From an optimization exercise on the open Yosys and OpenROAD flow, aimed at small area and a short achievable clock period; shortcuts taken in it are not production practice. Where RTL was checked, it was by simulation tests only, not by an equivalence proof against the original. Function not checked in runs 1 and 2: the RTL went through the layout flow alone. No activity file was given, so power comes from the tool's default toggle rates.

==> flow/design.v <==
`timescale 1ns / 1ps
module conv (
input [4:0] stride,
input  conv_enable,
output reg [18:0] address1,
output [18:0] address2,
output reg [18:0] write_address,
output end_reach,
output reg full_conv_end, dot_sum_end,
input clk,
input reset,
input [9:0] w1 ,h1,w2,h2,
output reg [9:0] width, height
  );
reg [4:0]  sR;
reg [9:0]  Km;        
reg        K1;        
reg        w2is1;     
reg        h2is1;     
reg        sis1;      
reg [5:0]  h2m1;      
reg [6:0]  h2m1ms;    
reg [6:0]  CS1;       
always @(posedge clk) begin
  sR     <= stride;
  Km     <= w1 - w2;
  K1     <= (w1 == w2);
  w2is1  <= (w2 == 10'd1);
  h2is1  <= (h2 == 10'd1);
  sis1   <= (stride == 5'd1);
  h2m1   <= h2[5:0] - 6'd1;
  h2m1ms <= {1'b0, h2[5:0]} - 7'd1 - {2'b0, stride};
  CS1    <= {1'b0, h2[5:0]} + 7'd2 - {2'b0, stride};
end
reg [5:0]  hc;              
reg        wrapF;           
reg [5:0]  vc;              
reg        vclF;            
reg        capF;            
reg [9:0]  P;               
reg        LC;              
reg        Hz;              
reg        HL;              
reg [9:0]  RL;              
reg [9:0]  Vp1;             
reg [18:0] win_base;        
reg [18:0] nrb;             
reg [11:0] a2;              
assign end_reach = 1'b0;
assign address2 = {7'b0, a2};
wire        go      = conv_enable && !full_conv_end;
wire        wrap    = wrapF;
wire        win_end = wrapF && vclF;
wire        row_end = win_end && LC;
wire        cap     = wrapF && Hz && capF;
wire [18:0] a1_inc  = address1 + 19'd1;
wire [18:0] a1_wv   = address1 + {9'b0, Km} + 19'd1;
wire [18:0] a1_bs   = win_base + {14'b0, sR};
wire [18:0] nrb_cur = cap ? a1_wv : nrb;
wire [18:0] a1_n    = row_end ? nrb_cur :
                      win_end ? a1_bs :
                      wrap    ? a1_wv : a1_inc;
wire [9:0]  P_s     = P + {5'b0, sR};
wire [9:0]  P_n     = row_end ? {5'b0, sR} : P_s;
wire [9:0]  RL_d    = row_end ? {{3{h2m1ms[6]}}, h2m1ms} :
                      win_end ? {4'b0, h2m1} :
                      wrap    ? 10'h3ff : 10'd0;
wire [9:0]  RL_n    = RL + RL_d;
wire        Hz_n    = row_end || (Hz && !win_end);
wire        HL_n    = row_end ? K1 : win_end ? (P == Km) : HL;
wire        fce_n   = (RL_n == 10'd0) && wrap && Hz_n;
wire        hgt_n   = (RL_n == 10'd1) && HL_n && (wrap ? w2is1 : (hc == 6'd2));
wire [9:0]  Vp1_n   = row_end ? Vp1 + {5'b0, sR} : Vp1;
always @(posedge clk) begin
  if (reset) begin
    hc <= w2[5:0]; wrapF <= (w2 == 10'd1);
    vc <= h2[5:0]; vclF <= (h2 == 10'd1);
    capF <= (stride == 5'd1);
    P <= {5'b0, stride};
    Hz <= 1'b1; HL <= (w1 == w2);
    RL <= h1; Vp1 <= 10'd1;
    win_base <= 0;
    address1 <= 0; a2 <= 0; write_address <= 0;
    dot_sum_end <= 0; full_conv_end <= 0;
    width <= 0; height <= 0;
  end else if (conv_enable) begin
    dot_sum_end <= go && win_end;
    if (go) begin
      hc <= wrap ? w2[5:0] : hc - 6'd1;
      wrapF <= wrap ? w2is1 : (hc == 6'd2);
      if (win_end) begin
        vc <= h2[5:0]; vclF <= h2is1; capF <= sis1;
      end else if (wrap) begin
        vc <= vc - 6'd1; vclF <= (vc == 6'd2); capF <= ({1'b0, vc} == CS1);
      end
      if (win_end) P <= P_n;
      Hz <= Hz_n; HL <= HL_n;
      RL <= RL_n; Vp1 <= Vp1_n;
      address1 <= a1_n;
      if (win_end) win_base <= a1_n;
      a2 <= win_end ? 12'd0 : a2 + 12'd1;
      if (win_end) write_address <= write_address + 19'd1;
      if (row_end) width <= P;
      if (fce_n) full_conv_end <= 1'b1;
      if (hgt_n) height <= Vp1_n;
    end
  end
end
always @(posedge clk) begin
  if (cap) nrb <= a1_wv;
end
wire LC_n = P_n > Km;
wire LC_h = P > Km;
always @(posedge clk) begin
  if (reset) LC <= (w1 == 10'd1);
  else LC <= (go && win_end) ? LC_n : LC_h;
end
endmodule
==> flow/flow/run.sh <==
#!/bin/bash
set -euo pipefail
cd "$(dirname "$0")/.."
bash standard.sh SETUP_SLACK_MARGIN=7.8 finish > flow_make.log 2>&1
==> flow/standard.sh <==
#!/bin/bash
# synth_recipe.tcl (not shown) runs the flow's synth.tcl, then flattens the netlist and writes it again
# the make line also repeats each setting of config.mk as NAME=value (left out here)
make -C /OpenROAD-flow-scripts/flow DESIGN_CONFIG=/design/flow/config.mk WORK_HOME=/design/flow/orfs CLKGATE_MAP_FILE= SYNTH_SCRIPT=/design/flow/synth_recipe.tcl "${@:-finish}"
==> flow/config.mk <==
export PLATFORM = sky130hd
export DESIGN_NAME = conv
export DESIGN_NICKNAME = conv
export VERILOG_FILES = /design/flow/design.v
export SDC_FILE = /design/flow/constraint.sdc
export NUM_CORES = 4
export LEC_CHECK = 0
export CAP_MARGIN = 20
export CORE_MARGIN = 2
export CORE_UTILIZATION = 40
export SLEW_MARGIN = 20
==> flow/constraint.sdc <==
create_clock -name core_clock -period 11.0 [get_ports {clk}]
set_input_delay 2.2000 -clock core_clock [delete_from_list [all_inputs] [get_ports {clk}]]
set_output_delay 2.2000 -clock core_clock [all_outputs]
set_load 0.01 [all_outputs]
==> flow_summary_export.csv, run 1 <==
group,metric,value,unit
worst_hold_path,hold_start,"nrb[11]$_DFF_P_",
setup_path,reg2reg_depth,15,
drt,drtPass1Iterations,6,
die,die-area,30800,µm²
place,gp_congestion,0.871,
place,post-place-ws,5.78,ns
synthesis,synth.area.top_cells,"dfxtp_1, ha_1, edfxtp_1, nand2_1, xor2_1",
setup_path,startpoint_type,"input port",
grt,grt_start_max_net_pins,73,
setup_path,r2r-start,"wrapF$_DFFE_PP_",
grt,antenna_found_initial,0,
synthesis,synthesis.area,11800,µm²
synthesis,synth_warnings,1,
drt,post_drt_wl_per_cell,18.1,µm
worst_hold_path,hold_path_end,"nrb[11]$_DFF_P_",
grt,grt_use_total,23.3,%
place,dp_hpwl,24500,µm
drt,finalWirelength,36000,µm
power,powerDensity,125,nW/µm²
setup_path,worstPathRequired,11.39,ns
sta,setup_ws,7.48,ns
setup_path,cp_max_fo,5,
synthesis,synth_edf_count,31,
synthesis,syn_avg_cell_area,8.46,µm²
drt,drtAntennaViolNets,0,
synthesis,yosysTopAreaCell,"dfxtp_1",
drt,remaining_drc_errors,0,
die,die_y,175,µm
finish,drive_gt1_share,26.2,%
clock_network,worstSkewPairLatency,0.45,ns
clock_network,path_clk_slew,0.07,ns
die,start_util,40.8,%
synthesis,ys_seq_elements,197,
synthesis,yosysSeqAreaShare,36.2,%
die,core.rowCount,62,
sta,fin_crit_sh,32.0,%
grt,grt_pass1_vias,10300,
worst_hold_path,hold_depth,2,
sta,tightestPinTransition,0.706,ns
synthesis,synth.top_cells.by_count,"dfxtp_1, nand2_1, nor2_1",
setup_path,arrival,3.91,ns
grt,grt_overflow,0,
run,maxCapViolations,0,
die,die_w,175,µm
worst_hold_path,hold_class,"reg2reg",
die,pin_count,128,
synthesis,yosysTopAreaCellShare,28.3,%
sta,timing.fmax,284,MHz
clock_network,htreeDepth,4,
clock_network,holdBufCountCts,0,
synthesis,synthFlopType,"dfxtp_1",
power,p_leak,0.00641,µW
die,core,28900,µm²
sta,clock_skew,0.0181,ns
sta,min_period,3.52,ns
sta,slew_headroom,53.0,%
setup_path,rrSetupSlack,7.63,ns
setup_path,crit_type,"in2reg",
drt,drt_iter0_drc,788,
clock_network,cts_tree,"done",
place,port_buffers,119,
synthesis,ys_async_sr_fraction,0,%
clock_network,cts.path.max_buffers,2,
sta,rsz0062_at_grt,"yes",
clock_network,clock_sinks,197,
drt,dr_total_vias,10700,
sta,timing.setup.tns,0,ns
clock_network,cts_root_buffer,"clkbuf_16",
synthesis,netlist_instances,1391,
setup_path,worstReg2RegEnd,"height[2]$_SDFFE_PP0P_",
clock_network,cts_buffers,17,
finish,fin_nets,1734,
sta,setup_viol,0,
status,status,"timing/DRC/antenna clean",
synthesis,yosysUniqueCellTypes,77,
drt,vias_per_cell,5.40,
sta,hold_violations,0,
grt,grt_first_pass_wirelength,56400,µm
finish,syn_to_final_growth,29.5,%
setup_path,cp-end-kind,"flip-flop",
power,vdd_drop_max,0.000112,V
finish,num_antenna_cells,0,
sta,maxSlewViolCount,0,
-- worst max-delay path by stage --
stage | slack [ns] | endpoint | depth (start not counted) | start
after floorplan | 7.42 | height[2]$_SDFFE_PP0P_ | 8 | conv_enable
after global placement | 5.87 | height[2]$_SDFFE_PP0P_ | 9 | conv_enable
after detailed placement | 5.78 | height[1]$_SDFFE_PP0P_ | 9 | conv_enable
after CTS | 7.36 | height[2]$_SDFFE_PP0P_ | 11 | conv_enable
after global routing | 7.39 | height[2]$_SDFFE_PP0P_ | 11 | conv_enable
final | 7.48 | height[2]$_SDFFE_PP0P_ | 11 | conv_enable
-- logic make-up (layout without fill, tap and decap cells) --
| group | after synthesis | in the layout | share of synthesized area, % |
|---|---|---|---|
| and+or+nand+nor | 488 | 488 | 19.3 |
| AOI/OAI and AO/OA | 314 | 314 | 17.2 |
| DFF | 197 | 197 | 36.2 |
| buffers and inverters | 146 | 352 | 5.00 |
| xor gates and xnor gates | 118 | 118 | 8.79 |
| adders and majority gates | 95 | 95 | 10.7 |
| muxes | 32 | 32 | 2.85 |
| other | 1 | 8 | 0.0319 |
-- repair_timing --
action	in CTS	in global routing
cloned	4	1
gates resized for setup	520	83
pin swaps	33	41
endpoints found under the setup margin	229	97
buffers inserted	84	16
-- placed cells by master, fill, tap and decap left out, types with 12 or more instances in the layout --
| cell type | synthesis | routed |
|---|---|---|
| and3_1 | 15 | 13 |
| buf_4 | 8 | 99 |
| ha_1 | 85 | 67 |
| a21o_1 | 17 | 17 |
| xor2_1 | 65 | 64 |
| inv_2 | 0 | 14 |
| o21ai_0 | 78 | 75 |
| dfxtp_4 | 0 | 25 |
| nor2_1 | 139 | 128 |
| a211oi_1 | 19 | 18 |
| clkdlybuf4s50_1 | 0 | 14 |
| or3_1 | 13 | 12 |
| clkbuf_16 | 0 | 18 |
| edfxtp_1 | 31 | 31 |
| nand2b_1 | 16 | 15 |
| buf_6 | 1 | 13 |
| nand2_1 | 166 | 162 |
| dfxtp_1 | 166 | 105 |
| dfxtp_2 | 0 | 36 |
| nand4_1 | 16 | 16 |
| nor3_1 | 24 | 24 |
| inv_1 | 85 | 64 |
| a21oi_1 | 97 | 89 |
| nand3_1 | 41 | 39 |
| ha_4 | 0 | 16 |
| xnor2_1 | 53 | 51 |
| buf_2 | 2 | 73 |
| mux2i_1 | 23 | 22 |
-- power by group --
group	total, µW	switching [µW]	internal [µW]
Combinational	454	257	198
Sequential	829	37.1	792
Clock	619	316	303
Total	1900	610	1290
-- stage by stage --
| stage | utilization (%) | instances | power [µW] | hold WS [ns] | area (µm²) |
|---|---|---|---|---|---|
| finish | 52.8 | 1988 | 1900 | 0.437 | 15200 |
| global route | 52.8 | 1988 | 2000 | 0.477 | 15200 |
| detailed placement | 46.9 | 1851 | 1250 | 0.429 | 13500 |
| CTS | 51.5 | 1971 | 1890 | 0.440 | 14900 |
| global placement | 46.9 | 1851 | 1240 | 0.426 | 13500 |
| floorplan | - | 1398 | 1120 | 0.412 | 12100 |
-- flip-flops by register name, summed over array words and instances, names as in the netlist, 12 cells and up --
register and count:
a2 12, address1 19, nrb 19, win_base 19, write_address 19
-- final cells by class --
type                    instances  area, µm²
multi-input cells            1055       7510
repair buffers                234       1890
well taps                     384        480
repair inverters                1       8.76
inverters                      85        383
flip-flops and latches        197       4390
fillers                      2767      13600
clock buffers                  19        433
clock inverters                13        131
-- per-layer routing --
| metal | GRT usage, % | part of all wire [%] |
|---|---|---|
| met1 | 31.7 | 45 |
| met4 | 7.58 | 2.3 |
| met2 | 37.9 | 47 |
| met3 | 3.42 | 6.3 |
| met5 | 0 | 0 |
-- critical path, stage by stage --
cell       delay, ns
buf_8           0.08
nor2b_4         0.16
buf_12          0.12
o2111ai_4       0.10
a211oi_2        0.19
o2111ai_2       0.18
nor4_4          0.19
buf_6           0.18
buf_12          0.14
mux2_4          0.30
nor2_2          0.07
==> run 2: changes to the inputs <==
==> flow/run.sh (new file) <==
#!/bin/bash
# synth_recipe.tcl (not shown) runs the flow's synth.tcl, then flattens the netlist and writes it again
# the make line also repeats each setting of config.mk as NAME=value (left out here)
make -C /OpenROAD-flow-scripts/flow DESIGN_CONFIG=/design/flow/config.mk WORK_HOME=/design/flow/orfs CLKGATE_MAP_FILE= SYNTH_SCRIPT=/design/flow/synth_recipe.tcl finish
--- a/flow/config.mk
+++ b/flow/config.mk
@@ -8,4 +8,5 @@
 export CAP_MARGIN = 20
 export CORE_MARGIN = 2
 export CORE_UTILIZATION = 40
+export SETUP_SLACK_MARGIN = 5
 export SLEW_MARGIN = 20
removed: flow/flow/run.sh
removed: flow/standard.sh
==> flow_summary_export.csv, run 2 <==
group,metric,value,unit
status,status,"timing/DRC/antenna clean",
synthesis,synth_xor_area_share,8.79,%
drt,drtAntennaViolNets,0,
die,core,28900,µm²
grt,grt_pass1_vias,9506,
clock_network,cts_root_buffer,"clkbuf_16",
finish,post-route-util,48.0,%
synthesis,synth.top_cells.by_count,"dfxtp_1, nand2_1, nor2_1",
die,core.rowCount,62,
clock_network,cts_tree,"done",
synthesis,yosysTopAreaCellShare,28.3,%
place,gp_congestion,0.884,
sta,timing.setup.tns,0,ns
sta,clock_skew,0.0259,ns
sta,maxSlewViolCount,0,
clock_network,holdBufCountCts,0,
synthesis,synth.area.top_cells,"dfxtp_1, ha_1, edfxtp_1, nand2_1, xor2_1",
finish,seqCellArea,4250,µm²
synthesis,synth_adder_area_share,10.7,%
clock_network,worstSkewPairLatency,0.45,ns
finish,multiInputGateArea,6960,µm²
drt,vias_per_cell,5.40,
grt,grt_start_max_net_pins,67,
clock_network,htreeDepth,4,
synthesis,yosysUniqueCellTypes,77,
synthesis,synth_warnings,1,
power,p_leak,0.00548,µW
synthesis,synth_mux_area_share,2.85,%
drt,drt_iter0_drc,757,
sta,hold_violations,0,
finish,fin_nets,1630,
place,dp_hpwl,24300,µm
power,vdd_drop_max,0.000111,V
synthesis,yosysTopAreaCell,"dfxtp_1",
setup_path,worstPathRequired,11.38,ns
finish,final_area,13900,µm²
setup_path,startpoint_type,"input port",
grt,grt_use_total,21.5,%
drt,post_drt_wl_per_cell,17.5,µm
synthesis,yosys.area_share.simple,19.3,%
synthesis,synth_compound_area_share,17.2,%
drt,drtPass1Iterations,6,
sta,setup_viol,0,
grt,grt_overflow,0,
clock_network,cts_buffers,17,
sta,timing.fmax,214,MHz
clock_network,cts_resized,0,
synthesis,ys_async_sr_fraction,0,%
synthesis,ys_seq_elements,197,
synthesis,syn_avg_cell_area,8.46,µm²
grt,grt_first_pass_wirelength,52000,µm
clock_network,postCtsSetupBuffers,0,
drt,finalWirelength,33000,µm
place,placed_cell_area,13300,µm²
clock_network,cts.path.max_buffers,2,
clock_network,path_clk_slew,0.08,ns
grt,antenna_found_initial,0,
setup_path,cp_max_fo,29,
clock_network,clock_sinks,197,
sta,rsz0062_at_grt,"no",
sta,tightestPinTransition,1.07,ns
synthesis,synth_edf_count,31,
synthesis,synth_top_family_by_area,"simple AND/OR/NAND/NOR gates",
sta,fin_crit_sh,42.5,%
setup_path,cp-end-kind,"flip-flop",
worst_hold_path,hold_class,"reg2reg",
finish,syn_to_final_growth,17.8,%
die,start_util,40.8,%
synthesis,synthFlopType,"dfxtp_1",
finish,final_cell_mix,"dfxtp_1, nand2_1, nor2_1",
die,die_y,175,µm
synthesis,netlist_instances,1391,
finish,drive_gt1_share,4.67,%
sta,slew_headroom,28.4,%
synthesis,synthesis.area,11800,µm²
drt,dr_total_vias,10200,
power,powerDensity,133,nW/µm²
finish,num_antenna_cells,0,
finish,n_fill_cell,2824,
run,maxCapViolations,0,
place,port_buffers,119,
die,die-area,30800,µm²
drt,remaining_drc_errors,0,
die,die_w,175,µm
die,pin_count,128,
setup_path,arrival,5.05,ns
sta,min_period,4.67,ns
synthesis,yosysSeqAreaShare,36.2,%
sta,whs,0.442,ns
setup_path,crit_type,"in2reg",
## run 2: cell types whose count changed in the layout (fill, tap and decap cells not counted), moves of 21 or more
cell,change
dfxtp_4,-25
inv_1,+21
buf_2,-73
clkdlybuf4s50_1,+104
buf_4,-86
dfxtp_1,+61
dfxtp_2,-36
## run 2: path summary, 6_finish.rpt
kind	from	endpoint	slack (ns)	cells after the start
setup / recovery	conv_enable	height[2]$_SDFFE_PP0P_	6.33	9
hold reg to reg	nrb[11]$_DFF_P_	nrb[11]$_DFF_P_	0.44	2
hold / removal	nrb[11]$_DFF_P_	nrb[11]$_DFF_P_	0.44	2
setup reg to reg	wrapF$_DFFE_PP_	height[2]$_SDFFE_PP0P_	6.94	13
## run 2: kinds of logic (layout without fill, tap and decap cells)
logic type / count (synthesis) / in the layout
compound gates: 314 / 314
xor+xnor: 118 / 118
fa+ha+maj: 95 / 95
buf+inv: 146 / 248
flops: 197 / 197
mux: 32 / 32
other cells: 1 / 8
simple gates: 488 / 488
## run 2: metal layers
layer  GRT usage, %  vias up  part of all wire [%]
met5              0        -                     0
met4           6.20        0                   1.5
met3           2.94       35                   5.4
met2           34.6      312                    46
met1           30.0     4792                    47
li1               -     5033                     -
## run 2: where the power goes
group | switching [µW] | internal (µW)
logic | 222 | 160
clock network | 315 | 303
registers | 44.9 | 796
total | 582 | 1260
## run 2: worst max-delay path, cell delays in order
cell and delay (ns):
clkdlybuf4s50_1 0.51, nor2b_2 0.14, buf_4 0.34, o2111ai_1 0.16, a211oi_1 0.23, o2111ai_2 0.19
nor4_4 0.83, mux2_4 0.36, nor2_2 0.07
## run 2: metrics by stage
stage               power [µW]  setup slack (ns)  instances
floorplan                 1110              7.10       1398
global placement          1230              5.85       1852
detailed placement        1240              5.83       1852
CTS                       1850              6.30       1884
global route              1940              6.12       1884
finish                    1840              6.33       1884
## run 2: final cells by class
cell class | instances | share of cell area, %
clock buffer | 19 | 3.12
clock inverter | 13 | 0.948
inverter | 85 | 2.30
multi-input combinational | 1055 | 50.2
sequential | 197 | 30.7
tap | 384 | 3.47
timing repair buffer | 131 | 9.23
==> run 3: changes to the inputs <==
--- a/flow/design.v
+++ b/flow/design.v
@@ -18,8 +18,6 @@
 reg        w2is1;     
 reg        h2is1;     
 reg        sis1;      
-reg [5:0]  h2m1;      
-reg [6:0]  h2m1ms;    
 reg [6:0]  CS1;       
 always @(posedge clk) begin
   sR     <= stride;
@@ -28,8 +26,6 @@
   w2is1  <= (w2 == 10'd1);
   h2is1  <= (h2 == 10'd1);
   sis1   <= (stride == 5'd1);
-  h2m1   <= h2[5:0] - 6'd1;
-  h2m1ms <= {1'b0, h2[5:0]} - 7'd1 - {2'b0, stride};
   CS1    <= {1'b0, h2[5:0]} + 7'd2 - {2'b0, stride};
 end
 reg [5:0]  hc;              
@@ -42,6 +38,7 @@
 reg        Hz;              
 reg        HL;              
 reg [9:0]  RL;              
+reg [9:0]  VL;              
 reg [9:0]  Vp1;             
 reg [18:0] win_base;        
 reg [18:0] nrb;             
@@ -62,14 +59,19 @@
                       wrap    ? a1_wv : a1_inc;
 wire [9:0]  P_s     = P + {5'b0, sR};
 wire [9:0]  P_n     = row_end ? {5'b0, sR} : P_s;
-wire [9:0]  RL_d    = row_end ? {{3{h2m1ms[6]}}, h2m1ms} :
-                      win_end ? {4'b0, h2m1} :
-                      wrap    ? 10'h3ff : 10'd0;
-wire [9:0]  RL_n    = RL + RL_d;
+wire [9:0]  VLs     = VL - {5'b0, sR};
+wire [9:0]  RL_n    = row_end ? VLs :
+                      win_end ? VL :
+                      wrap    ? RL - 10'd1 : RL;
+wire        RL1     = (RL == 10'd1);
 wire        Hz_n    = row_end || (Hz && !win_end);
 wire        HL_n    = row_end ? K1 : win_end ? (P == Km) : HL;
-wire        fce_n   = (RL_n == 10'd0) && wrap && Hz_n;
-wire        hgt_n   = (RL_n == 10'd1) && HL_n && (wrap ? w2is1 : (hc == 6'd2));
+wire        fce_n   = (wrap && !win_end && Hz && RL1) ||
+                      (row_end && VL == {5'b0, sR});
+wire        hgt_n   = (!wrap && hc == 6'd2 && HL && RL1) ||
+                      (wrap && !win_end && w2is1 && HL && RL == 10'd2) ||
+                      (win_end && !LC && w2is1 && P == Km && VL == 10'd1) ||
+                      (row_end && w2is1 && K1 && VLs == 10'd1);
 wire [9:0]  Vp1_n   = row_end ? Vp1 + {5'b0, sR} : Vp1;
 always @(posedge clk) begin
   if (reset) begin
@@ -78,7 +80,7 @@
     capF <= (stride == 5'd1);
     P <= {5'b0, stride};
     Hz <= 1'b1; HL <= (w1 == w2);
-    RL <= h1; Vp1 <= 10'd1;
+    RL <= h1; VL <= h1; Vp1 <= 10'd1;
     win_base <= 0;
     address1 <= 0; a2 <= 0; write_address <= 0;
     dot_sum_end <= 0; full_conv_end <= 0;
@@ -96,6 +98,7 @@
       if (win_end) P <= P_n;
       Hz <= Hz_n; HL <= HL_n;
       RL <= RL_n; Vp1 <= Vp1_n;
+      if (row_end) VL <= VLs;
       address1 <= a1_n;
       if (win_end) win_base <= a1_n;
       a2 <= win_end ? 12'd0 : a2 + 12'd1;
==> flow/flow/run.sh (new file) <==
#!/bin/bash
set -euo pipefail
cd "$(dirname "$0")/.."
bash standard.sh SETUP_SLACK_MARGIN=8.2 finish > flow_make.log 2>&1
==> flow/standard.sh (new file) <==
#!/bin/bash
# synth_recipe.tcl (not shown) runs the flow's synth.tcl, then flattens the netlist and writes it again
# the make line also repeats each setting of config.mk as NAME=value (left out here)
make -C /OpenROAD-flow-scripts/flow DESIGN_CONFIG=/design/flow/config.mk WORK_HOME=/design/flow/orfs CLKGATE_MAP_FILE= SYNTH_SCRIPT=/design/flow/synth_recipe.tcl "${@:-finish}"
--- a/flow/config.mk
+++ b/flow/config.mk
@@ -8,5 +8,4 @@
 export CAP_MARGIN = 20
 export CORE_MARGIN = 2
 export CORE_UTILIZATION = 40
-export SETUP_SLACK_MARGIN = 5
 export SLEW_MARGIN = 20
removed: flow/run.sh
==> flow_summary_export.csv, run 3 <==
group,metric,value,unit
synthesis,synth_edf_count,41,
power,finalPower,2000,µW
synthesis,ys_async_sr_fraction,0,%
power,switching_share,31.4,%
finish,layout_commonest_cell,"buf_4",
grt,grt_first_pass_wirelength,62200,µm
power,p_leak,0.00716,µW
finish,fin_nets,1841,
synthesis,yosysTopAreaCell,"dfxtp_1",
sta,tightestPinTransition,0.954,ns
power,intPower,1370,µW
sta,slew_headroom,36.2,%
place,gp_congestion,0.839,
setup_path,cp_max_fo,5,
setup_path,crit_path_frequent_cell,"buf_6",
die,start_util,40.6,%
clock_network,path_clk_slew,0.08,ns
clock_network,cts_tree,"done",
power,powerDensity,113,nW/µm²
place,dp_hpwl,25000,µm
synthesis,synthesis.area,12000,µm²
die,core,29600,µm²
finish,final_area,17700,µm²
clock_network,clock_sinks,194,
power,p_switching,628,µW
setup_path,arrival,3.92,ns
power,p_seq_share,41.1,%
synthesis,yosysTopAreaCellShare,25.5,%
power,pwr-share-comb,25.5,%
power,vdd_drop_max,0.0000982,V
grt,antenna_found_initial,0,
drt,drt_iter0_drc,896,
setup_path,crit_path_cell_trace,"buf_8 -> buf_4 -> buf_6 -> buf_6 -> and4b_2 -> buf_12 -> and3_4 -> and2b_2 -> nand3_4 -> or3_4 -> a21oi_2",
finish,final_cell_mix,"buf_4, nor2_1, buf_6",
finish,n_fill_cell,2530,
drt,remaining_drc_errors,0,
drt,finalWirelength,40800,µm
synthesis,synth.top_cells.by_count,"dfxtp_1, nand2_1, nor2_1",
sta,clock_skew,0.0144,ns
die,die_w,177,µm
clock_network,cts_buffers,17,
synthesis,ys_seq_elements,194,
place,placed_cell_area,14000,µm²
clock_network,worstSkewPairLatency,0.45,ns
clock_network,cts_root_buffer,"clkbuf_16",
grt,grt_start_max_net_pins,81,
setup_path,cp-end-kind,"flip-flop",
finish,syn_to_final_growth,47.1,%
sta,rsz0062_at_grt,"yes",
worst_hold_path,hold_class,"reg2reg",
synthesis,yosysUniqueCellTypes,81,
drt,post_drt_wl_per_cell,19.3,µm
finish,final_cell_count_no_fill,2110,
setup_path,crit_path_top_delay_cell,"or3_4",
clock_network,htreeDepth,4,
grt,grt_overflow,0,
setup_path,startpoint_type,"input port",
synthesis,netlist_instances,1436,
setup_path,reg2reg_depth,12,
die,pin_count,128,
sta,min_period,3.55,ns
synthesis,yosysSeqAreaShare,35.7,%
place,port_buffers,119,
power,p_clk_share,33.4,%
setup_path,crit_type,"in2reg",
die,core.rowCount,63,
status,status,"timing/DRC/antenna clean",
die,die_y,177,µm
synthesis,syn_avg_cell_area,8.38,µm²
drt,drtAntennaViolNets,0,
setup_path,worstPathRequired,11.37,ns
place,dp_cells,1888,
synthesis,synth.area.top_cells,"dfxtp_1, edfxtp_1, ha_1, nand2_1, xnor2_1",
sta,setup_viol,0,
grt,grt_pass1_vias,11500,
finish,num_antenna_cells,0,
drt,vias_per_cell,5.64,
synthesis,synth.most_common_cell,"dfxtp_1",
sta,timing.setup.tns,0,ns
setup_path,slowest_delay,0.40,ns
sta,timing.fmax,282,MHz
synthesis,synthFlopType,"dfxtp_1",
run,maxCapViolations,0,
sta,hold_violations,0,
finish,drive_gt1_share,36.5,%
die,die-area,31500,µm²
worst_hold_path,hold_depth,2,
drt,dr_total_vias,11900,
sta,fin_crit_sh,32.2,%
clock_network,cts.path.max_buffers,2,
clock_network,holdBufCountCts,0,
synthesis,synth_warnings,1,
drt,drtPass1Iterations,7,
grt,grt_use_total,25.4,%
sta,maxSlewViolCount,0,
-- run 3: changes by cell type after synthesis, sizes merged, moves of 10 or more --
cell,change
nand2,-14
dfxtp,-13
nand4,+10
clkbuf,+10
edfxtp,+10
o21ai,+15
nand3,+12
-- run 3: power groups by stage --
stage               Clock (µW)  Sequential [µW]  Combinational, µW
floorplan                    0              832                300
global placement             0              846                391
detailed placement           0              847                397
CTS                        670              822                476
global route               701              828                558
finish                     667              822                510
-- run 3: path summary, 6_finish.rpt --
kind | from | endpoint | slack (ns)
worst min register to register | nrb[9]$_DFF_P_ | nrb[9]$_DFF_P_ | 0.46
worst min-delay path | nrb[9]$_DFF_P_ | nrb[9]$_DFF_P_ | 0.46
worst max-delay path | conv_enable | write_address[16]$_SDFFE_PP0P_ | 7.45
worst max register to register | wrapF$_DFFE_PP_ | LC$_DFF_P_ | 7.96
-- run 3: layout make-up --
class,instances,area [µm²],share of cell area [%]
Timing Repair inverter,1,16.3,0.0919
Sequential cell,194,4460,25.2
Inverter,81,410,2.32
Timing Repair Buffer,316,3360,19.0
Tap cell,390,488,2.76
Clock inverter,14,165,0.934
Multi-Input combinational cell,1096,8340,47.2
Clock buffer,18,450,2.55
-- run 3: worst max-delay path, delay by kind of cell --
kind / cells / cell delay (ns)
simple gates: 5 / 1.12
compound gates: 1 / 0.14
buf+inv: 5 / 0.46
-- run 3: metal layers --
layer / global-route usage (%) / part of all wire [%] / vias to the layer above
met3: 3.83 / 5.7 / 93
met1: 32.0 / 42 / 5717
met4: 11.2 / 3.6 / 0
met5: 0 / 0 / -
li1: - / - / 5661
met2: 42.9 / 48 / 422
-- run 3: per-stage QoR --
step                      hold WS, ns  util (%)  setup slack [ns]
after global placement          0.426      47.3              5.93
after global routing            0.482      59.7              7.42
after CTS                       0.450      57.4              7.60
after floorplan                 0.416         -              7.33
after detailed placement        0.435      47.3              5.87
final                           0.457      59.7              7.45
-- run 3: kinds of logic after synthesis --
| group | Yosys count | synth area share [%] |
|---|---|---|
| XOR/XNOR | 118 | 8.59 |
| adder cells (fa/ha/maj) | 86 | 9.38 |
| AO/OA/AOI/OAI | 340 | 18.2 |
| buffers and inverters | 157 | 5.33 |
| AND/OR/NAND/NOR | 515 | 20.7 |
| flip-flops | 194 | 35.7 |
| other | 1 | 0.0312 |
| multiplexers | 25 | 2.12 |
-- run 3: timing repair --
item | CTS | global route
setup endpoints to repair | 267 | 235
setup buffers | 138 | 37
resized for setup | 774 | 106
pin swaps | 104 | 76
gates cloned | 11 | 4
==> run 4: changes to the inputs <==
==> flow/flow/run.sh (replaced) <==
#!/bin/bash
set -euo pipefail
cd "$(dirname "$0")/.."
bash standard.sh SETUP_SLACK_MARGIN=7.8 finish > flow_make.log 2>&1
==> flow_summary_export.csv, run 4 <==
group,metric,value,unit
clock_network,cts.path.max_buffers,2,
synthesis,synth.most_common_cell,"dfxtp_1",
sta,fin_crit_sh,32.4,%
place,dp_cells,1889,
die,pin_count,128,
drt,drt_iter0_drc,741,
sta,timing.fmax,281,MHz
grt,grt_use_total,23.3,%
setup_path,worstPathRequired,11.32,ns
finish,final_cell_mix,"nand2_1, nor2_1, buf_4",
drt,vias_per_cell,5.54,
clock_network,holdBufCountCts,0,
synthesis,synth.area.top_cells,"dfxtp_1, edfxtp_1, ha_1, nand2_1, xnor2_1",
setup_path,arrival,3.88,ns
setup_path,startpoint_type,"input port",
grt,antenna_found_initial,0,
drt,drtAntennaViolNets,0,
power,powerDensity,123,nW/µm²
sta,setup_viol,0,
sta,hold_violations,0,
status,status,"timing/DRC/antenna clean",
place,port_buffers,119,
clock_network,cts_tree,"done",
die,core,29600,µm²
power,vdd_drop_max,0.000126,V
setup_path,crit_type,"in2reg",
sta,maxSlewViolCount,0,
setup_path,crit_path_cell_trace,"buf_8 -> nor2b_4 -> buf_12 -> nand2_8 -> nor4_4 -> o221ai_2 -> o41ai_4 -> buf_6 -> buf_12 -> mux2i_1 -> nor2_1",
sta,rsz0062_at_grt,"yes",
synthesis,syn_avg_cell_area,8.38,µm²
clock_network,clock_sinks,194,
synthesis,synthesis.area,12000,µm²
synthesis,yosysSeqAreaShare,35.7,%
worst_hold_path,hold_depth,2,
clock_network,htreeDepth,4,
synthesis,netlist_instances,1436,
synthesis,yosysUniqueCellTypes,81,
grt,grt_pass1_vias,10900,
synthesis,ys_async_sr_fraction,0,%
setup_path,cp_max_fo,5,
die,die_w,177,µm
drt,drtPass1Iterations,7,
setup_path,crit_path_top_delay_cell,"o41ai_4",
finish,syn_to_final_growth,28.2,%
clock_network,cts_root_buffer,"clkbuf_16",
finish,n_fill_cell,2834,
die,die_y,177,µm
synthesis,yosysTopAreaCell,"dfxtp_1",
sta,tightestPinTransition,0.928,ns
clock_network,path_clk_slew,0.08,ns
finish,final_cell_count_no_fill,2028,
synthesis,ys_seq_elements,194,
sta,timing.setup.tns,0,ns
run,maxCapViolations,0,
sta,min_period,3.56,ns
synthesis,synth_warnings,1,
finish,drive_gt1_share,25.2,%
setup_path,crit_path_frequent_cell,"buf_12",
place,dp_hpwl,25000,µm
die,core.rowCount,63,
grt,grt_first_pass_wirelength,57500,µm
synthesis,yosysTopAreaCellShare,25.5,%
sta,clock_skew,0.0210,ns
drt,dr_total_vias,11200,
drt,finalWirelength,37500,µm
place,gp_congestion,0.892,
drt,remaining_drc_errors,0,
finish,num_antenna_cells,0,
worst_hold_path,hold_class,"reg2reg",
power,p_leak,0.00639,µW
clock_network,worstSkewPairLatency,0.45,ns
synthesis,synth_edf_count,41,
grt,grt_start_max_net_pins,60,
die,start_util,40.6,%
drt,post_drt_wl_per_cell,18.5,µm
die,die-area,31500,µm²
setup_path,cp-end-kind,"flip-flop",
finish,fin_nets,1759,
sta,slew_headroom,37.9,%
synthesis,synth.top_cells.by_count,"dfxtp_1, nand2_1, nor2_1",
setup_path,reg2reg_depth,11,
finish,layout_commonest_cell,"nand2_1",
synthesis,synthFlopType,"dfxtp_1",
grt,grt_overflow,0,
setup_path,slowest_delay,0.34,ns
clock_network,cts_buffers,17,
[run 4: cell counts after synthesis]
No cell type changed its count.
[run 4: logic make-up (layout without fill, tap and decap cells)]
group / count (synthesis) / after routing / synth area share [%]
flip-flops: 194 / 194 / 35.7
buffers and inverters: 157 / 350 / 5.33
XOR/XNOR: 118 / 118 / 8.59
AO/OA/AOI/OAI: 340 / 340 / 18.2
multiplexers: 25 / 25 / 2.12
other: 1 / 8 / 0.0312
AND/OR/NAND/NOR: 515 / 517 / 20.7
adder cells (fa/ha/maj): 86 / 86 / 9.38
[run 4: cell type report]
type	count	area (µm²)	share of cell area, %
tap	390	488	3.16
timing repair buffer	237	1830	11.9
sequential	194	4430	28.7
multi-input combinational	1094	7710	50.0
clock buffer	18	450	2.92
clock inverter	14	133	0.860
inverter	81	379	2.46
[run 4: where the power goes]
part / total (µW) / switching (µW) / internal [µW]
sequential: 823 / 40.1 / 783
combinational: 438 / 248 / 190
clock: 632 / 317 / 315
[run 4: timing repair]
action	CTS	global route
endpoints found under the setup margin	256	82
pin swaps	27	34
resized for setup	493	85
setup buffers	76	26
cloned	4	1
[run 4: path summary, 6_finish.rpt]
path	slack (ns)	end	from
setup reg to reg	7.84	height[1]$_SDFFE_PP0P_	wrapF$_DFFE_PP_
setup / recovery	7.44	height[1]$_SDFFE_PP0P_	conv_enable
hold reg to reg	0.45	nrb[14]$_DFF_P_	nrb[14]$_DFF_P_
hold / removal	0.45	nrb[14]$_DFF_P_	nrb[14]$_DFF_P_
[run 4: worst max-delay path, delay by kind of cell]
| kind | cells | cell delay (ns) |
|---|---|---|
| buf+inv | 4 | 0.54 |
| compound gates | 2 | 0.50 |
| simple gates | 4 | 0.45 |
| mux | 1 | 0.19 |
[run 4: stage by stage]
| step | hold slack [ns] | area (µm²) | util (%) | setup slack (ns) | power (µW) |
|---|---|---|---|---|---|
| floorplan | 0.416 | 12400 | - | 7.32 | 1110 |
| global placement | 0.429 | 13800 | 46.5 | 5.53 | 1220 |
| detailed placement | 0.434 | 13800 | 46.5 | 5.36 | 1230 |
| CTS | 0.445 | 15200 | 51.2 | 7.48 | 1880 |
| global route | 0.475 | 15400 | 52.0 | 7.36 | 1980 |
| finish | 0.452 | 15400 | 52.0 | 7.44 | 1890 |
[run 4: per-layer routing]
metal  global-route usage (%)  vias up  share of wire [%]
met5                        0        -                  0
met3                     3.04       66                4.8
met4                     9.39        0                3.4
li1                         -     5482                  -
met1                     29.5     5355                 44
met2                     40.1      342                 48
==> run 5: changes to the inputs <==
==> flow/flow/run.sh (replaced) <==
#!/bin/bash
set -euo pipefail
cd "$(dirname "$0")/.."
bash standard.sh SETUP_SLACK_MARGIN=7.8 "BUFFER_PORTS_ARGS=-buffer_cell sky130_fd_sc_hd__buf_2" CORE_UTILIZATION=65 finish > flow_make.log 2>&1
==> flow_summary_export.csv, run 5 <==
group,metric,value,unit
finish,final_cell_count_no_fill,1833,
die,die-area,19600,µm²
setup_path,slowest_delay,0.24,ns
synthesis,netlist_instances,1436,
clock_network,clock_sinks,194,
grt,grt_overflow,0,
setup_path,cp-end-kind,"flip-flop",
synthesis,synth_edf_count,41,
synthesis,synth.area.top_cells,"dfxtp_1, edfxtp_1, ha_1, nand2_1, xnor2_1",
synthesis,ys_async_sr_fraction,0,%
drt,dr_total_vias,11600,
sta,setup_viol,0,
sta,rsz0062_at_grt,"yes",
drt,post_drt_wl_per_cell,19.8,µm
place,port_buffers,119,
synthesis,synthFlopType,"dfxtp_1",
place,dp_hpwl,23200,µm
sta,hold_violations,0,
grt,grt_pass1_vias,10600,
clock_network,htreeDepth,4,
finish,drive_gt1_share,23.3,%
drt,vias_per_cell,6.32,
sta,clock_skew,0.0131,ns
synthesis,synth_warnings,1,
finish,num_antenna_cells,0,
sta,slew_headroom,48.8,%
clock_network,worstSkewPairLatency,0.45,ns
die,die_y,140,µm
grt,antenna_found_initial,0,
sta,timing.fmax,290,MHz
finish,layout_commonest_cell,"nand2_1",
power,vdd_drop_max,0.000112,V
setup_path,worstPathRequired,11.34,ns
setup_path,crit_path_top_delay_cell,"o41ai_4",
die,pin_count,128,
worst_hold_path,hold_class,"reg2reg",
sta,timing.setup.tns,0,ns
sta,fin_crit_sh,31.4,%
status,status,"timing/DRC/antenna clean",
finish,syn_to_final_growth,22.8,%
die,start_util,66.5,%
setup_path,startpoint_type,"input port",
drt,remaining_drc_errors,0,
synthesis,synth.most_common_cell,"dfxtp_1",
sta,whs,0.451,ns
die,core,18100,µm²
die,die_w,140,µm
run,maxCapViolations,0,
place,dp_cells,1727,
sta,maxSlewViolCount,0,
synthesis,yosysSeqAreaShare,35.7,%
setup_path,crit_path_frequent_cell,"buf_12",
finish,final_cell_mix,"nand2_1, nor2_1, dfxtp_1",
die,core.rowCount,49,
drt,finalWirelength,36400,µm
setup_path,crit_path_cell_trace,"buf_8 -> nor2b_4 -> buf_12 -> nand2_8 -> nor4_4 -> o221ai_2 -> o41ai_4 -> buf_6 -> buf_12 -> mux2i_1 -> nor2_1",
synthesis,yosysTopAreaCell,"dfxtp_1",
clock_network,cts_root_buffer,"clkbuf_16",
place,placed_cell_area,13000,µm²
clock_network,path_clk_slew,0.08,ns
synthesis,yosysUniqueCellTypes,81,
finish,final_area,14800,µm²
synthesis,synthesis.area,12000,µm²
drt,drtAntennaViolNets,0,
grt,grt_start_max_net_pins,67,
power,finalPower,1900,µW
grt,grt_first_pass_wirelength,54600,µm
finish,fin_nets,1725,
setup_path,cp_max_fo,5,
synthesis,yosysTopAreaCellShare,25.5,%
setup_path,arrival,3.79,ns
power,powerDensity,129,nW/µm²
sta,min_period,3.45,ns
clock_network,holdBufCountCts,0,
drt,drtPass1Iterations,26,
clock_network,cts_buffers,17,
synthesis,synth.top_cells.by_count,"dfxtp_1, nand2_1, nor2_1",
synthesis,ys_seq_elements,194,
sta,tightestPinTransition,0.767,ns
clock_network,cts.path.max_buffers,2,
drt,drt_iter0_drc,1014,
power,p_leak,0.00621,µW
synthesis,syn_avg_cell_area,8.38,µm²
place,gp_congestion,0.877,
grt,grt_use_total,34.9,%
setup_path,crit_type,"in2reg",
clock_network,cts_tree,"done",
==> run 5: logic make-up after synthesis <==
group / synth area share, %
multiplexers: 2.12
adder cells (fa/ha/maj): 9.38
buffers and inverters: 5.33
AO/OA/AOI/OAI: 18.2
flip-flops: 35.7
other: 0.0312
XOR/XNOR: 8.59
AND/OR/NAND/NOR: 20.7
==> run 5: final timing paths <==
path | depth (start not counted) | start | slack [ns] | endpoint
setup / recovery | 11 | conv_enable | 7.55 | height[9]$_SDFFE_PP0P_
hold / removal | 2 | nrb[13]$_DFF_P_ | 0.45 | nrb[13]$_DFF_P_
setup reg to reg | 12 | address1[0]$_SDFFE_PP0P_ | 7.87 | win_base[8]$_SDFFE_PP0P_
hold reg to reg | 2 | nrb[13]$_DFF_P_ | 0.45 | nrb[13]$_DFF_P_
==> run 5: where the power goes <==
group / leakage [µW] / internal [µW] / switching, µW
registers: 0.00168 / 784 / 41.7
clock network: 0.000299 / 329 / 317
logic: 0.00423 / 181 / 248
==> run 5: what timing repair did <==
action                                  in CTS  in global routing
buffers inserted                            26                 41
endpoints found under the setup margin     164                 91
resized for setup                           93                 72
pin swaps                                    8                 49
gates cloned                                 3                  3
endpoints found under the hold margin        0                  0
==> run 5: area by class of cell <==
type                    count  area [µm²]
multi-input cells        1096        7640
flip-flops and latches    194        4390
well taps                 229         287
fillers                  1196        3310
repair buffers            201        1480
clock inverters            13         126
clock buffers              19         475
inverters                  81         365
==> run 5: critical path: cells and delay by family <==
kind / cells / cell delay (ns)
AOI/OAI and AO/OA: 2 / 0.40
buffers and inverters: 4 / 0.52
muxes: 1 / 0.19
and+or+nand+nor: 4 / 0.45
==> run 5: routing by layer <==
layer | global-route usage (%) | part of all wire [%] | routed length [µm]
met2 | 57.0 | 47 | 17100
met1 | 44.8 | 39 | 14300
met4 | 16.0 | 4.6 | 1670
met3 | 7.15 | 9.0 | 3260
met5 | 0 | 0 | 0
==> run 5: through the flow <==
step | setup WS (ns) | utilization, %
3_5_place_dp | 5.95 | 71.7
6_report | 7.55 | 81.7
5_1_grt | 7.48 | 81.7
3_3_place_gp | 6.04 | 71.7
2_1_floorplan | 7.32 | -
4_1_cts | 7.56 | 78.2
==> run 6: changes to the inputs <==
==> flow/flow/run.sh (replaced) <==
#!/bin/bash
set -euo pipefail
cd "$(dirname "$0")/.."
bash standard.sh SETUP_SLACK_MARGIN=7.8 "BUFFER_PORTS_ARGS=-buffer_cell sky130_fd_sc_hd__buf_2" finish > flow_make.log 2>&1
==> flow_summary_export.csv, run 6 <==
group,metric,value,unit
synthesis,synth_top_family_by_area,"simple AND/OR/NAND/NOR gates",
worst_hold_path,hold_start,"width[5]$_SDFFE_PP0P_",
synthesis,yosysTopAreaCell,"dfxtp_1",
finish,n_fill_cell,2877,
clock_network,holdBufCountCts,0,
setup_path,r2r-start,"P[0]$_DFFE_PP_",
synthesis,synth.most_common_cell,"dfxtp_1",
power,p_leak,0.00606,µW
place,dp_cells,1890,
clock_network,cts_root_buffer,"clkbuf_16",
sta,tightestPinTransition,0.853,ns
sta,hold_violations,0,
setup_path,rrSetupSlack,7.76,ns
clock_network,clock_sinks,194,
die,core.rowCount,63,
power,powerDensity,128,nW/µm²
worst_hold_path,hold_class,"reg2reg",
synthesis,synthFlopType,"dfxtp_1",
drt,drtAntennaViolNets,0,
worst_hold_path,hold_depth,2,
drt,dr_total_vias,11100,
sta,setup_viol,0,
place,placed_cell_area,13200,µm²
setup_path,cp_max_fo,5,
synthesis,ys_seq_elements,194,
die,pin_count,128,
grt,grt_overflow,0,
drt,drtPass1Iterations,5,
synthesis,ys_async_sr_fraction,0,%
setup_path,crit_end,"height[6]$_SDFFE_PP0P_",
drt,vias_per_cell,5.61,
die,start_util,40.6,%
grt,grt_start_max_net_pins,71,
finish,drive_gt1_share,21.0,%
clock_network,cts.path.max_buffers,2,
sta,rsz0062_at_grt,"yes",
clock_network,worstSkewPairLatency,0.46,ns
setup_path,worstPathRequired,11.33,ns
grt,grt_use_total,23.2,%
grt,grt_first_pass_wirelength,57000,µm
synthesis,synthesis.area,12000,µm²
sta,fin_crit_sh,31.5,%
finish,layout_commonest_cell,"nand2_1",
finish,final_area,14600,µm²
grt,antenna_found_initial,1,
synthesis,synth_warnings,1,
grt,grt_pass1_vias,10700,
setup_path,reg2reg_depth,15,
finish,syn_to_final_growth,21.7,%
run,maxCapViolations,0,
setup_path,worstReg2RegEnd,"LC$_DFF_P_",
place,port_buffers,119,
setup_path,cp-startpoint,"conv_enable",
sta,maxSlewViolCount,0,
place,gp_congestion,0.901,
die,die_y,177,µm
sta,clock_skew,0.0156,ns
finish,final_cell_mix,"nand2_1, nor2_1, dfxtp_1",
place,dp_hpwl,24800,µm
synthesis,synth_mux_area_share,2.12,%
setup_path,startpoint_type,"input port",
drt,drt_iter0_drc,773,
sta,whs,0.455,ns
sta,slew_headroom,43.1,%
drt,remaining_drc_errors,0,
die,die_w,177,µm
synthesis,synth_adder_area_share,9.38,%
setup_path,crit_type,"in2reg",
synthesis,synth.area.top_cells,"dfxtp_1, edfxtp_1, ha_1, nand2_1, xnor2_1",
finish,multiInputGateArea,7500,µm²
synthesis,yosysSeqAreaShare,35.7,%
synthesis,syn_avg_cell_area,8.38,µm²
setup_path,arrival,3.79,ns
drt,finalWirelength,36300,µm
synthesis,synth_xor_area_share,8.59,%
finish,seqCellArea,4410,µm²
power,vdd_drop_max,0.000106,V
status,status,"timing/DRC/antenna clean",
synthesis,netlist_instances,1436,
synthesis,synth.top_cells.by_count,"dfxtp_1, nand2_1, nor2_1",
clock_network,path_clk_slew,0.08,ns
synthesis,yosysTopAreaCellShare,25.5,%
clock_network,htreeDepth,4,
sta,timing.setup.tns,0,ns
finish,fin_nets,1705,
sta,timing.fmax,289,MHz
die,die-area,31500,µm²
finish,final_cell_count_no_fill,1975,
clock_network,cts_tree,"done",
synthesis,synth_compound_area_share,18.2,%
drt,post_drt_wl_per_cell,18.4,µm
clock_network,cts_buffers,17,
synthesis,yosys.area_share.simple,20.7,%
die,core,29600,µm²
synthesis,synth_edf_count,41,
sta,min_period,3.46,ns
setup_path,cp-end-kind,"flip-flop",
synthesis,yosysUniqueCellTypes,81,
==> run 6: cell count changes in the layout (fill, tap and decap cells not counted), sizes merged <==
cell,previous run,this run
bufinv,0,2
clkinvlp,1,2
diode,0,1
nand2,155,154
inv,89,85
buf,200,180
clkinv,4,6
and4b,5,4
bufbuf,1,2
==> run 6: cell families after synthesis <==
group	count (synthesis)
flops	194
simple gates	515
fa+ha+maj	86
xor+xnor	118
buf+inv	157
mux	25
compound gates	340
other cells	1
==> run 6: cell type report <==
type | count | area share, %
flip-flops and latches | 194 | 30.1
well taps | 390 | 3.33
inverters | 81 | 2.47
clock buffers | 18 | 2.93
multi-input cells | 1094 | 51.2
diodes | 1 | 0.0171
clock inverters | 14 | 1.17
repair buffers | 183 | 8.75
==> run 6: how the worst min path moves through the flow <==
stage / end / slack (ns)
detailed placement: nrb[1]$_DFF_P_ / 0.44
finish: width[5]$_SDFFE_PP0P_ / 0.46
global placement: nrb[8]$_DFF_P_ / 0.43
CTS: nrb[1]$_DFF_P_ / 0.45
floorplan: nrb[13]$_DFF_P_ / 0.42
global route: width[3]$_SDFFE_PP0P_ / 0.48
==> run 6: per-stage QoR <==
| step | utilization (%) | power, µW | setup slack [ns] |
|---|---|---|---|
| 2_1_floorplan | - | 1110 | 7.32 |
| 3_3_place_gp | 44.5 | 1210 | 5.95 |
| 3_5_place_dp | 44.5 | 1220 | 5.86 |
| 4_1_cts | 48.6 | 1880 | 7.54 |
| 5_1_grt | 49.4 | 1970 | 7.48 |
| 6_report | 49.4 | 1880 | 7.54 |
==> run 6: power by group <==
part	total, µW	internal (µW)	switching (µW)
registers	821	783	38.7
clock network	647	343	304
logic	408	170	239
==> run 6: layer usage <==
layer	GRT usage, %	vias up	wire (µm)
met4	8.91	0	1150
met5	0	-	0
li1	-	5388	-
met2	39.1	332	17300
met3	3.98	80	2070
met1	29.5	5270	15800
==> run 6: repair_timing <==
item | 4_1_cts | 5_1_grt
gates resized for setup | 96 | 33
pin swaps | 9 | 20
buffers inserted | 32 | 15
endpoints found under the setup margin | 166 | 64
endpoints found under the hold margin | 0 | 0
gates cloned | 4 | 1
==> run 6: worst max-delay path: stages <==
cell and delay, ns:
buf_8 0.08, nor2b_4 0.16, buf_12 0.13, nand2_8 0.06, nor4_4 0.19, o221ai_2 0.16
o41ai_4 0.24, buf_6 0.19, buf_12 0.14, mux2i_1 0.18, nor2_1 0.06
==> run 7: changes to the inputs <==
--- a/flow/design.v
+++ b/flow/design.v
@@ -12,6 +12,8 @@
 input [9:0] w1 ,h1,w2,h2,
 output reg [9:0] width, height
   );
+wire [9:0] w2s = {4'b0, w2[5:0]};
+wire [9:0] h2s = {4'b0, h2[5:0]};
 reg [4:0]  sR;
 reg [9:0]  Km;        
 reg        K1;        
@@ -21,10 +23,10 @@
 reg [6:0]  CS1;       
 always @(posedge clk) begin
   sR     <= stride;
-  Km     <= w1 - w2;
-  K1     <= (w1 == w2);
-  w2is1  <= (w2 == 10'd1);
-  h2is1  <= (h2 == 10'd1);
+  Km     <= w1 - w2s;
+  K1     <= (w1 == w2s);
+  w2is1  <= (w2s == 10'd1);
+  h2is1  <= (h2s == 10'd1);
   sis1   <= (stride == 5'd1);
   CS1    <= {1'b0, h2[5:0]} + 7'd2 - {2'b0, stride};
 end
@@ -71,15 +73,15 @@
 wire        hgt_n   = (!wrap && hc == 6'd2 && HL && RL1) ||
                       (wrap && !win_end && w2is1 && HL && RL == 10'd2) ||
                       (win_end && !LC && w2is1 && P == Km && VL == 10'd1) ||
-                      (row_end && w2is1 && K1 && VLs == 10'd1);
+                      (row_end && w2is1 && K1 && VL == 10'd2);    
 wire [9:0]  Vp1_n   = row_end ? Vp1 + {5'b0, sR} : Vp1;
 always @(posedge clk) begin
   if (reset) begin
-    hc <= w2[5:0]; wrapF <= (w2 == 10'd1);
-    vc <= h2[5:0]; vclF <= (h2 == 10'd1);
+    hc <= w2[5:0]; wrapF <= (w2s == 10'd1);
+    vc <= h2[5:0]; vclF <= (h2s == 10'd1);
     capF <= (stride == 5'd1);
     P <= {5'b0, stride};
-    Hz <= 1'b1; HL <= (w1 == w2);
+    Hz <= 1'b1; HL <= (w1 == w2s);
     RL <= h1; VL <= h1; Vp1 <= 10'd1;
     win_base <= 0;
     address1 <= 0; a2 <= 0; write_address <= 0;
==> flow_summary_export.csv, run 7 <==
group,metric,value,unit
grt,antenna_found_initial,0,
synthesis,synth.area.top_cells,"dfxtp_1, edfxtp_1, ha_1, nand2_1, xor2_1",
finish,final_cell_mix,"nand2_1, nor2_1, dfxtp_1",
synthesis,ys_seq_elements,194,
die,die_y,175,µm
power,vdd_drop_max,0.0000971,V
power,p_leak,0.00580,µW
synthesis,synth.top_cells.by_count,"nand2_1, dfxtp_1, nor2_1",
finish,num_antenna_cells,0,
drt,drtAntennaViolNets,0,
setup_path,worstPathRequired,11.38,ns
setup_path,crit_path_top_delay_cell,"ha_4",
grt,grt_use_total,21.7,%
setup_path,crit_type,"in2reg",
die,start_util,40.7,%
finish,layout_commonest_cell,"nand2_1",
drt,dr_total_vias,10400,
clock_network,cts_buffers,17,
sta,maxSlewViolCount,0,
die,pin_count,128,
synthesis,synth.most_common_cell,"nand2_1",
drt,met1Wirelength,15100,µm
finish,fin_nets,1652,
synthesis,netlist_instances,1392,
clock_network,worstSkewPairLatency,0.45,ns
sta,fin_crit_sh,30.0,%
run,maxCapViolations,0,
place,gp_congestion,0.854,
sta,tightestPinTransition,1.02,ns
grt,grt_overflow,0,
setup_path,worstReg2RegEnd,"win_base[15]$_SDFFE_PP0P_",
synthesis,synthesis.area,11700,µm²
sta,timing.fmax,303,MHz
worst_hold_path,hold_path_end,"nrb[10]$_DFF_P_",
synthesis,syn_avg_cell_area,8.39,µm²
drt,remaining_drc_errors,0,
sta,slew_headroom,31.5,%
sta,hold_violations,0,
sta,min_period,3.30,ns
clock_network,clock_sinks,194,
place,dp_hpwl,22600,µm
sta,rsz0062_at_grt,"yes",
setup_path,arrival,3.68,ns
place,port_buffers,111,
die,core,28700,µm²
clock_network,path_clk_slew,0.08,ns
sta,timing.setup.tns,0,ns
setup_path,reg2reg_depth,10,
sta,setup_viol,0,
die,die-area,30600,µm²
synthesis,yosysTopAreaCellShare,26.2,%
worst_hold_path,hold_start,"nrb[10]$_DFF_P_",
status,status,"timing/DRC/antenna clean",
worst_hold_path,hold_class,"reg2reg",
place,placed_cell_area,12700,µm²
drt,wl_met2,16100,µm
setup_path,cp_max_fo,2,
synthesis,yosysTopAreaCell,"dfxtp_1",
die,core.rowCount,62,
drt,drtPass1Iterations,6,
synthesis,yosysUniqueCellTypes,83,
setup_path,r2r-start,"address1[1]$_SDFFE_PP0P_",
drt,top_layer,"met4",
clock_network,htreeDepth,4,
power,powerDensity,133,nW/µm²
finish,syn_to_final_growth,21.3,%
sta,clock_skew,0.0143,ns
worst_hold_path,hold_depth,2,
setup_path,crit_path_cell_trace,"buf_8 -> inv_6 -> ha_4 -> nor2b_4 -> o21ai_2 -> buf_4 -> buf_6 -> buf_6 -> buf_6 -> buf_6 -> buf_6 -> buf_6 -> nand2_4 -> nor2_2 -> nor2_1",
synthesis,synth_warnings,1,
die,die_w,175,µm
setup_path,rrSetupSlack,7.92,ns
grt,grt_first_pass_wirelength,52800,µm
grt,grt_pass1_vias,9946,
setup_path,cp-end-kind,"flip-flop",
grt,grt_start_max_net_pins,83,
drt,drt_iter0_drc,794,
synthesis,yosysSeqAreaShare,36.8,%
setup_path,startpoint_type,"input port",
finish,final_area,14200,µm²
clock_network,cts_tree,"done",
drt,routed-wl-met3,1500,µm
setup_path,crit_path_frequent_cell,"buf_6",
finish,drive_gt1_share,22.4,%
drt,finalWirelength,33600,µm
drt,vias_per_cell,5.44,
clock_network,cts.path.max_buffers,2,
synthesis,synthFlopType,"dfxtp_1",
power,finalPower,1880,µW
synthesis,synth_edf_count,41,
sta,setup_ws,7.70,ns
place,post-place-ws,6.44,ns
clock_network,cts_root_buffer,"clkbuf_16",
drt,post_drt_wl_per_cell,17.5,µm
synthesis,ys_async_sr_fraction,0,%
setup_path,slowest_delay,0.25,ns
-- run 7: cell families (layout without fill, tap and decap cells) --
family,after synthesis,after routing,share of synthesized area [%]
fa+ha+maj,83,83,9.35
compound gates,330,330,17.6
other cells,1,8,0.0321
mux,22,22,1.96
xor+xnor,126,126,9.45
simple gates,489,490,19.6
buf+inv,147,281,5.17
flops,194,194,36.8
-- run 7: final cells by class --
type	instances	area (µm²)
Fill cell	2798	14500
Multi-Input combinational cell	1059	7150
Sequential cell	194	4410
Timing Repair Buffer	178	1190
Clock buffer	20	489
Tap cell	384	480
Inverter	71	304
Clock inverter	12	129
-- run 7: through the flow --
stage	hold WS (ns)	instances	utilization [%]
3_3_place_gp	0.419	1829	44.2
4_1_cts	0.446	1895	48.0
3_5_place_dp	0.427	1829	44.2
2_1_floorplan	0.404	1399	-
5_1_grt	0.476	1918	49.3
6_report	0.445	1918	49.3
-- run 7: how the worst max path moves through the flow --
stage / startpoint / endpoint / cells after the start
after floorplan: conv_enable / write_address[16]$_SDFFE_PP0P_ / 8
after global placement: conv_enable / write_address[16]$_SDFFE_PP0P_ / 8
after detailed placement: conv_enable / write_address[16]$_SDFFE_PP0P_ / 8
after CTS: w1[1] / Km[9]$_DFF_P_ / 10
after global routing: w2[1] / Km[9]$_DFF_P_ / 11
final: w2[1] / Km[3]$_DFF_P_ / 15
-- run 7: layer usage --
metal,vias up,GRT usage [%]
li1,5133,-
met2,275,37.2
met3,43,3.15
met5,-,0
met1,4980,27.8
met4,0,7.88
-- run 7: power by group --
part	total, µW	internal [µW]	switching, µW
sequential	826	783	42.9
clock	663	355	309
combinational	392	169	223
total	1880	1310	575
-- run 7: critical path, delay by kind of cell --
family,cells,cell delay (ns)
compound gates,1,0.07
fa+ha+maj,1,0.25
buf+inv,9,0.84
simple gates,4,0.30
-- run 7: repair_timing --
action | CTS | global route
pin swaps | 16 | 21
hold buffers | 0 | 0
cloned | 1 | 0
buffers inserted | 33 | 23
resized for setup | 89 | 60
setup endpoints to repair | 178 | 49
==> run 8: changes to the inputs <==
==> flow/flow/run.sh (replaced) <==
#!/bin/bash
set -euo pipefail
cd "$(dirname "$0")/.."
bash standard.sh SETUP_SLACK_MARGIN=7.8 "BUFFER_PORTS_ARGS=-buffer_cell sky130_fd_sc_hd__buf_2" CTS_BUF_LIST=sky130_fd_sc_hd__clkbuf_8 finish > flow_make.log 2>&1
==> flow_summary_export.csv, run 8 <==
group,metric,value,unit
status,status,"timing/DRC/antenna clean",
clock_network,cts_root_buffer,"clkbuf_8",
clock_network,cts_buffers,17,
synthesis,yosysUniqueCellTypes,83,
drt,dr_total_vias,10600,
synthesis,netlist_instances,1392,
sta,whs,0.454,ns
synthesis,ys_seq_elements,194,
clock_network,holdBufCountCts,0,
run,maxCapViolations,0,
synthesis,synthFlopType,"dfxtp_1",
setup_path,startpoint_type,"input port",
finish,layout_commonest_cell,"nand2_1",
setup_path,crit_type,"in2reg",
setup_path,worstReg2RegEnd,"LC$_DFF_P_",
clock_network,path_clk_slew,0.12,ns
grt,grt_use_total,21.9,%
worst_hold_path,hold_path_end,"nrb[10]$_DFF_P_",
grt,use_met3,3.31,%
synthesis,synth.top_cells.by_count,"nand2_1, dfxtp_1, nor2_1",
grt,grt_first_pass_wirelength,52900,µm
clock_network,cts.path.max_buffers,2,
synthesis,yosysTopAreaCell,"dfxtp_1",
setup_path,reg2reg_depth,14,
power,vdd_drop_max,0.0000806,V
die,start_util,40.7,%
die,die_w,175,µm
synthesis,synthesis.area,11700,µm²
finish,fin_nets,1670,
worst_hold_path,hold_class,"reg2reg",
sta,timing.setup.tns,0,ns
sta,hold_violations,0,
finish,syn_to_final_growth,23.3,%
grt,grt_pass1_vias,10100,
clock_network,worstSkewPairLatency,0.50,ns
synthesis,syn_avg_cell_area,8.39,µm²
sta,timing.fmax,300,MHz
sta,rsz0062_at_grt,"yes",
drt,drtPass1Iterations,5,
drt,finalWirelength,33700,µm
setup_path,rrSetupSlack,7.80,ns
sta,fin_crit_sh,30.3,%
finish,drive_gt1_share,23.8,%
sta,maxSlewViolCount,0,
power,p_leak,0.00584,µW
die,die_y,175,µm
place,port_buffers,111,
drt,post_drt_wl_per_cell,17.4,µm
grt,antenna_found_initial,0,
grt,met1_usage,28.0,%
drt,drtAntennaViolNets,0,
die,die-area,30600,µm²
setup_path,worstPathRequired,11.45,ns
die,core,28700,µm²
synthesis,synth_warnings,1,
clock_network,clock_sinks,194,
sta,slew_headroom,31.6,%
synthesis,synth.area.top_cells,"dfxtp_1, edfxtp_1, ha_1, nand2_1, xor2_1",
place,gp_congestion,0.854,
setup_path,cp_max_fo,3,
sta,setup_viol,0,
power,powerDensity,121,nW/µm²
finish,num_antenna_cells,0,
setup_path,arrival,3.78,ns
setup_path,r2r-start,"sR[0]$_DFF_P_",
grt,grt_start_max_net_pins,83,
sta,clock_skew,0.0239,ns
synthesis,synth_edf_count,41,
worst_hold_path,hold_depth,2,
synthesis,yosysTopAreaCellShare,26.2,%
synthesis,yosysSeqAreaShare,36.8,%
sta,tightestPinTransition,1.02,ns
drt,remaining_drc_errors,0,
place,dp_hpwl,22600,µm
die,core.rowCount,62,
finish,final_cell_mix,"nand2_1, nor2_1, o21ai_0",
synthesis,ys_async_sr_fraction,0,%
drt,vias_per_cell,5.46,
sta,min_period,3.33,ns
clock_network,cts_tree,"done",
setup_path,cp-end-kind,"flip-flop",
grt,grt_use_met2,37.2,%
worst_hold_path,hold_start,"nrb[10]$_DFF_P_",
grt,grt_overflow,0,
synthesis,synth.most_common_cell,"nand2_1",
grt,busiest_layer,"met2",
drt,drt_iter0_drc,785,
clock_network,htreeDepth,4,
die,pin_count,128,
==> run 8: cell counts after synthesis <==
Identical to the previous run, type by type.
==> run 8: worst max path at each step <==
stage	depth (start not counted)	start	endpoint
4_1_cts	12	vclF$_DFFE_PP_	LC$_DFF_P_
5_1_grt	14	P[1]$_DFFE_PP_	LC$_DFF_P_
2_1_floorplan	8	conv_enable	write_address[16]$_SDFFE_PP0P_
3_3_place_gp	8	conv_enable	write_address[16]$_SDFFE_PP0P_
3_5_place_dp	8	conv_enable	write_address[16]$_SDFFE_PP0P_
6_report	4	w1[8]	LC$_DFF_P_
==> run 8: power by group <==
group	switching, µW	internal [µW]	total, µW
combinational	222	162	384
clock	287	239	526
sequential	42.5	783	825
==> run 8: logic make-up after synthesis <==
family,after synthesis,share of synthesized area [%]
flip-flops,194,36.8
adder cells (fa/ha/maj),83,9.35
AND/OR/NAND/NOR,489,19.6
other,1,0.0321
multiplexers,22,1.96
AO/OA/AOI/OAI,330,17.6
buffers and inverters,147,5.17
XOR/XNOR,126,9.45
==> run 8: final cells by class <==
type                       count  area (µm²)
clock buffer                  18         248
timing repair buffer         196        1640
tap                          384         480
fill                        2744       14300
multi-input combinational   1059        7090
inverter                      71         303
clock inverter                14         189
sequential                   194        4440
==> run 8: per-stage QoR <==
| step | instance area (µm²) | worst slack, ns | total power (µW) | util, % | std cells |
|---|---|---|---|---|---|
| detailed placement | 12700 | 6.44 | 1190 | 44.2 | 1829 |
| finish | 14400 | 7.67 | 1740 | 50.2 | 1936 |
| CTS | 14100 | 7.60 | 1730 | 49.0 | 1922 |
| global placement | 12700 | 6.48 | 1180 | 44.2 | 1829 |
| floorplan | 12000 | 7.39 | 1090 | - | 1399 |
| global route | 14400 | 7.58 | 1820 | 50.2 | 1936 |
==> run 8: per-layer routing <==
layer	part of all wire, %	wire [µm]
met2	48	16300
met5	0	0
met3	4.6	1540
met1	44	15000
met4	2.7	915
==> run 8: what timing repair did <==
action | CTS | global route
resized for setup | 153 | 50
pin swaps | 7 | 13
setup buffers | 60 | 14
cloned | 1 | 0
setup endpoints to repair | 170 | 98
==> run 8: critical path: stages <==
cell and delay (ns):
buf_2 0.12, or4_1 0.58, nor4_1 0.70, a211o_1 0.17

-- separate check: timing with driven ports --
How much do the figures lean on ideal ports? The routed layouts below were timed once more, with nothing changed but the port constraints. Step 1 assumes that a clkbuf_16 drives the clock port and a buf_2 every other input. Step 2, shift: input delay + t, output delay - t, t = (earliest + latest rising clock arrival at the registers) / 2. This alone moves slack from input paths to output paths. Three values: no drivers, after step 1, after step 2; two values: the first two.
| run | t (ns) | slack for setup (ns) | worst setup path after step 2 | pins driven straight from the clock port |
|---|---|---|---|---|
| run 1 | 0.494 | 7.478 / 7.436 / 6.942 | input to register | 1 |
| run 2 | 0.491 | 6.329 / 6.353 / 5.862 | input to register | 1 |
| run 3 | 0.491 | 7.453 / 7.438 / 6.947 | input to register | 1 |
| run 4 | 0.490 | 7.438 / 7.416 / 6.926 | input to register | 1 |
| run 5 | 0.493 | 7.550 / 7.532 / 7.039 | input to register | 1 |
| run 6 | 0.500 | 7.540 / 7.532 / 7.032 | input to register | 1 |
| run 7 | 0.493 | 7.701 / 7.699 / 7.206 | input to register | 1 |
| run 8 | 0.532 | 7.668 / 7.696 / 7.164 | input to register | 1 |
After both steps every run listed still meets setup and hold. The setup slack of run 1, which loses most, moves by -0.042 ns with the drivers and by -0.536 ns with both steps.
